Context: an optimization exercise on an open-source flow, tuned for small area, a short achievable clock period and few clock cycles. The choices shown serve that exercise and are no tape-out recipe. Only simulation tests tie the RTL to the original design; equivalence was not proved.

Setup of birch:
==> module conv_mac, before the edit <==
module conv_mac (
    input         clk,
    input         rst,           
    input         in_valid,
    input  [31:0] OperandA,      
    input  [31:0] OperandB,      
    input  [7:0]  kernel_size,
    output        out_valid,
    output [31:0] result
);
reg         v_in;
reg  [30:0] a_in, b_in;
reg         s_in;
reg         v_prod;
reg  [31:0] prod;
reg  [7:0]  ksz;    
wire [31:0] mult_result;
always @(posedge clk or negedge rst) begin
    if (~rst) begin
        v_in <= 1'b0;
        v_prod <= 1'b0;
    end else begin
        v_in <= in_valid;
        v_prod <= v_in;
    end
end
always @(posedge clk) begin
    a_in <= OperandA[30:0];
    b_in <= OperandB[30:0];
    s_in <= OperandA[31] ^ OperandB[31];
    prod <= mult_result;
    ksz <= kernel_size;
end
floating_Mult multiplier(
    .OperandA({1'b0, a_in}),
    .OperandB({1'b0, b_in}),
    .sign_in(s_in),
    .out(mult_result)
);
Accumulator accumulator(
    .clk(clk),
    .rst(rst),
    .IN1(prod),
    .in_valid(v_prod),
    .kernel_size(ksz),
    .Accumulator(result),
    .output_valid(out_valid)
);
endmodule
Settings: LEC_CHECK=0, ABC_AREA=1, CAP_MARGIN=60, CORE_MARGIN=2, CORE_UTILIZATION=65, SLEW_MARGIN=60; clock period 44.0 ns.
standard.sh (not shown) runs the stock make flow with config.mk's settings and CLKGATE_MAP_FILE= SYNTH_SCRIPT=/design/flow/synth_recipe.tcl, a recipe that flattens the netlist after the stock synthesis.
==> flow/flow/run.sh <==
#!/bin/bash
# Standard layout, with faster port buffers and timing repair aimed at a
# tighter setup target than the clock period requires.
export BUFFER_PORTS_ARGS="-buffer_cell sky130_fd_sc_hd__buf_2"
export SETUP_SLACK_MARGIN=34
bash standard.sh > standard.log 2>&1
birch has completed all stages; timing, DRC and antenna checks passed.
Testbench counts of birch, summed over its fixed seeds: cycles 56,460.
[inputs] pine vs birch
--- a/flow/design.v
+++ b/flow/design.v
@@ -2620,9 +2620,8 @@
 reg  [30:0] a_in, b_in;
 reg         s_in;
 reg         v_prod;
 reg  [31:0] prod;
-reg  [7:0]  ksz;    
 wire [31:0] mult_result;
 always @(posedge clk or negedge rst) begin
     if (~rst) begin
         v_in <= 1'b0;
@@ -2636,9 +2635,8 @@
     a_in <= OperandA[30:0];
     b_in <= OperandB[30:0];
     s_in <= OperandA[31] ^ OperandB[31];
     prod <= mult_result;
-    ksz <= kernel_size;
 end
 floating_Mult multiplier(
     .OperandA({1'b0, a_in}),
     .OperandB({1'b0, b_in}),
@@ -2649,9 +2647,9 @@
     .clk(clk),
     .rst(rst),
     .IN1(prod),
     .in_valid(v_prod),
-    .kernel_size(ksz),
+    .kernel_size(kernel_size),
     .Accumulator(result),
     .output_valid(out_valid)
 );
 endmodule
[summary]
Looking at signed area change from the synthesized netlist to the final layout, pine sits 0.64 points above birch.
pine: cell area after synthesis is 340 um2 lower than what birch reported.
Max flip-flop and latch count across birch and pine: birch
Delta(non-clock buffer share of cell area, pine - birch) > 0
| clock sink count | pine vs birch | about 5% lower |
pine -> birch: number of antenna violations at the first check in global routing delta 0, exact match
Looking at global router's overall resource usage, pine sits 1.1 points lower than birch does.
Compared with birch, pine shows a lower floorplan die area.
When pine is measured against birch, its wire length the detailed router placed on met1 turns out 0.59% lower.
Compared to birch, pine has via count 0.31% lower.
Testbench counts of pine, summed over its fixed seeds: cycles 56,460.

--- another note on this design; it stands on its own ---

## oak
## conv_mac
module conv_mac (
    input         clk,
    input         rst,           
    input         in_valid,
    input  [31:0] OperandA,      
    input  [31:0] OperandB,      
    input  [7:0]  kernel_size,
    output        out_valid,
    output [31:0] result
);
Settings: LEC_CHECK=0, ABC_AREA=1, CAP_MARGIN=60, CORE_MARGIN=2, CORE_UTILIZATION=40, SLEW_MARGIN=60; clock period 44.0 ns.
standard.sh (not shown) runs the stock make flow with config.mk's settings and CLKGATE_MAP_FILE= SYNTH_SCRIPT=/design/flow/synth_recipe.tcl, a recipe that flattens the netlist after the stock synthesis.
==> flow/flow/run.sh <==
#!/bin/bash
# Standard layout, with faster port buffers and timing repair aimed at a
# tighter setup target than the clock period requires.
export BUFFER_PORTS_ARGS="-buffer_cell sky130_fd_sc_hd__buf_2"
export SETUP_SLACK_MARGIN=34.5
bash standard.sh > standard.log 2>&1
Testbench counts of oak, summed over its fixed seeds: cycles 56,460.
Changes in pine relative to oak:
--- a/flow/flow/run.sh
+++ b/flow/flow/run.sh
@@ -4,3 +4,3 @@
 export BUFFER_PORTS_ARGS="-buffer_cell sky130_fd_sc_hd__buf_2"
-export SETUP_SLACK_MARGIN=34.5
+export SETUP_SLACK_MARGIN=34
 bash standard.sh > standard.log 2>&1
[summary]
pine vs oak — wire length dropped about 1.1%.
Delta (pine minus oak): layout-stage area growth over the synthesis result decreased by 1.9 points relative to the old numbers; final area decreased by 490 um2 relative to the old numbers; die area closely matched the old numbers; routed wire length on met3 decreased by 260 um relative to the old numbers.
In the flow results for pine and oak, the sequential share of layout area is larger on pine.
~same vias per cell in pine and oak
Comparing oak with pine, the global-route usage came out essentially unchanged.
pine finished every stage and its layout cleared the timing, design-rule and antenna checks.
oak reached the final stage; the timing, design-rule and antenna checks on its layout passed.

what the ideal ports hide:
How much do the figures lean on ideal ports? The routed layouts below were timed once more, with nothing changed but the port constraints.
Step 1 assumes that a clkbuf_16 drives the clock port and a buf_2 every other input.
Step 2 also shifts input and output timing later by t, the mid clock arrival at the registers, as if the neighbouring blocks saw the same clock.
a / b / c = ideal / step 1 / step 2; a / b = the first two.
run	t (ns)	setup WS [ns]	hold WS [ns]	slew at the worst register clock pin (ns)	cell pins on the clock port's net
birch of note 1	0.552	33.984 / 33.925 / 34.476	0.353 / 0.353 / 0.353	0.08 / 0.08	1
pine of note 1	0.540	34.012 / 33.952 / 33.632	0.373 / 0.373 / 0.373	0.09 / 0.09	1
oak of note 2	0.560	33.942 / 33.881 / 34.441	0.365 / 0.365 / 0.365	0.09 / 0.09	1
pine of note 2	0.559	33.936 / 33.876 / 34.435	0.366 / 0.366 / 0.366	0.08 / 0.08	1
After both steps setup and hold are still met in every run listed. The setup slack of pine of note 1, which loses most, moves by -0.060 ns with the drivers and by -0.380 ns with both steps.
